Context: an optimization exercise on an open-source flow, tuned for small area and a short achievable clock period. The choices shown serve that exercise and are no tape-out recipe. In this exercise RTL edits were held to simulation tests only and were not proved equivalent to the original.

## run 1
// mas_mul_radix_top
module mas_mul_radix_top (
  input               clk,
  input               rstn,
  input        [31:0] in1,
  input        [31:0] in2,
  output logic [63:0] res
);
wire ng2;
wire ng4;
wire ng6;
wire ng8;
wire ng10;
wire ng12;
wire ng14;
wire ng16;
wire ng18;
wire ng20;
wire ng22;
wire ng24;
wire ng26;
wire ng28;
wire ng30;
wire ng32;
wire s33;
wire c34;
wire s35;
wire c36;
wire s37;
wire c38;
wire s39;
wire c40;
wire s41;
wire c42;
wire s43;
wire c44;
wire s45;
wire c46;
wire s47;
wire c48;
wire s49;
wire c50;
wire s51;
wire c52;
wire s53;
wire c54;
wire s55;
wire c56;
wire s57;
wire c58;
wire s59;
wire c60;
wire s61;
wire c62;
wire s63;
wire c64;
wire s65;
wire c66;
wire s67;
wire c68;
wire s69;
wire c70;
wire s71;
wire c72;
wire s73;
wire c74;
wire s75;
wire c76;
wire s77;
wire c78;
wire s79;
wire c80;
wire s81;
wire c82;
wire s83;
wire c84;
wire s85;
wire c86;
wire s87;
wire c88;
wire s89;
wire c90;
wire s91;
wire c92;
wire s93;
wire c94;
wire s95;
wire c96;
wire s97;
  ...
==> flow/config.mk <==
export PLATFORM = sky130hd
export DESIGN_NAME = mas_mul_radix_top
export DESIGN_NICKNAME = mas_mul_radix_top
export VERILOG_FILES = /design/flow/design.v
export SDC_FILE = /design/flow/constraint.sdc
export NUM_CORES = 4
export LEC_CHECK = 0
export CAP_MARGIN = 20
export CORE_MARGIN = 2
export CORE_UTILIZATION = 60
export SETUP_SLACK_MARGIN = 3
export SLEW_MARGIN = 20
export SYNTH_HIERARCHICAL = 1
export SYNTH_MINIMUM_KEEP_SIZE = 0
==> flow/constraint.sdc <==
create_clock -name core_clock -period 13.5 [get_ports {clk}]
set_input_delay 2.7000 -clock core_clock [delete_from_list [all_inputs] [get_ports {clk}]]
set_output_delay 2.7000 -clock core_clock [all_outputs]
set_load 0.01 [all_outputs]
standard.sh (not shown) runs the stock make flow with config.mk's settings and CLKGATE_MAP_FILE= SYNTH_SCRIPT=/design/flow/synth_recipe.tcl, a recipe that flattens the netlist after the stock synthesis.
==> flow/flow/run.sh <==
#!/bin/bash
# Own layout flow: the standard synthesis and layout, with the port
# buffers made from plain buffers (buffer_ports -buffer_cell) instead of the
# cell buffer_ports picks by itself.  Each tool's output goes to a log here.
set -euo pipefail
bash standard.sh synth > synth.log 2>&1
bash standard.sh "BUFFER_PORTS_ARGS=-buffer_cell sky130_fd_sc_hd__buf_2" finish > layout.log 2>&1
Changes in run 2 relative to run 1:
# run 1
export LEC_CHECK = 0
export CAP_MARGIN = 20
export CORE_MARGIN = 2
export CORE_UTILIZATION = 60
export SETUP_SLACK_MARGIN = 3
export SLEW_MARGIN = 20
export SYNTH_HIERARCHICAL = 1
export SYNTH_MINIMUM_KEEP_SIZE = 0
create_clock -name core_clock -period 13.5 [get_ports {clk}]
# run 2
export LEC_CHECK = 0
export CAP_MARGIN = 30
export CORE_MARGIN = 2
export CORE_UTILIZATION = 55
export SETUP_SLACK_MARGIN = 5
export SLEW_MARGIN = 50
export SYNTH_HIERARCHICAL = 1
export SYNTH_MINIMUM_KEEP_SIZE = 0
create_clock -name core_clock -period 13.5 [get_ports {clk}]
Notes after the runs:
- Top achievable clock speed delta for run 2 relative to run 1: 14% higher
- Run 1 has a higher data arrival time of the critical path than run 2.
- When run 2 is measured against run 1, its critical path depth turns out 1 higher.
- On sequential fraction of the synthesis area, run 1 and run 2 are basically level.
- Count of unresolved DRC violations after routing essentially unchanged between run 2 and run 1.
- Number of violations reported at the end of detailed-routing iteration 0: higher on run 1
- Taking run 1 as the reference, in run 2 time the worst path needs with I/O delays and setup down 1.15 ns, sequential share of layout area down 0.18 points.
- The lower utilization after layout of run 1 and run 2 is in run 2.
- Measured against run 1, the die area of run 2 comes out at 1.09 times the reference value.
The inputs of run 3 differ from those of run 2 as listed below.
# run 2
export LEC_CHECK = 0
export CAP_MARGIN = 30
export CORE_MARGIN = 2
export CORE_UTILIZATION = 55
export SETUP_SLACK_MARGIN = 5
export SLEW_MARGIN = 50
export SYNTH_HIERARCHICAL = 1
export SYNTH_MINIMUM_KEEP_SIZE = 0
create_clock -name core_clock -period 13.5 [get_ports {clk}]
# run 3
export LEC_CHECK = 0
export CAP_MARGIN = 30
export CORE_MARGIN = 2
export CORE_UTILIZATION = 60
export SETUP_SLACK_MARGIN = 5
export SLEW_MARGIN = 50
export SYNTH_HIERARCHICAL = 1
export SYNTH_MINIMUM_KEEP_SIZE = 0
create_clock -name core_clock -period 13.5 [get_ports {clk}]
Going from run 2 to run 3, number of nets in the layout barely changed, multi-input combinational area share climbed 0.20 points. Run 2 reports its origin of the worst setup path as in2[7] while run 3 reports in2[9]. Data arrival time of the critical path ends up lower on run 3. Total detailed-routing wirelength, run 3 vs run 2: down by a few percent.

static timing again, ports no longer ideal:
The flow's constraints put no driver on any port. The routed layouts listed below were extracted and timed again, unchanged, in two steps. Step 1 sets driving cells, clkbuf_16 on the clock port and buf_2 on the other inputs (assumed; they add their load-dependent delay and slew). Step 2 also shifts input and output timing later by t, the mid clock arrival at the registers, as if the neighbouring blocks saw the same clock. a / b / c = ideal / step 1 / step 2; a / b = the first two.
run	t (ns)	setup slack, ns	clock arrival spread, ns
run 1	0.402	3.864 / 3.881 / 3.479	0.015 / 0.016
run 2	0.399	5.016 / 5.045 / 4.646	0.010 / 0.009
run 3	0.394	5.069 / 5.095 / 4.702	0.019 / 0.019
After both steps every run listed still meets setup and hold. The setup slack of run 1, which loses most, moves by +0.017 ns with the drivers and by -0.385 ns with both steps.
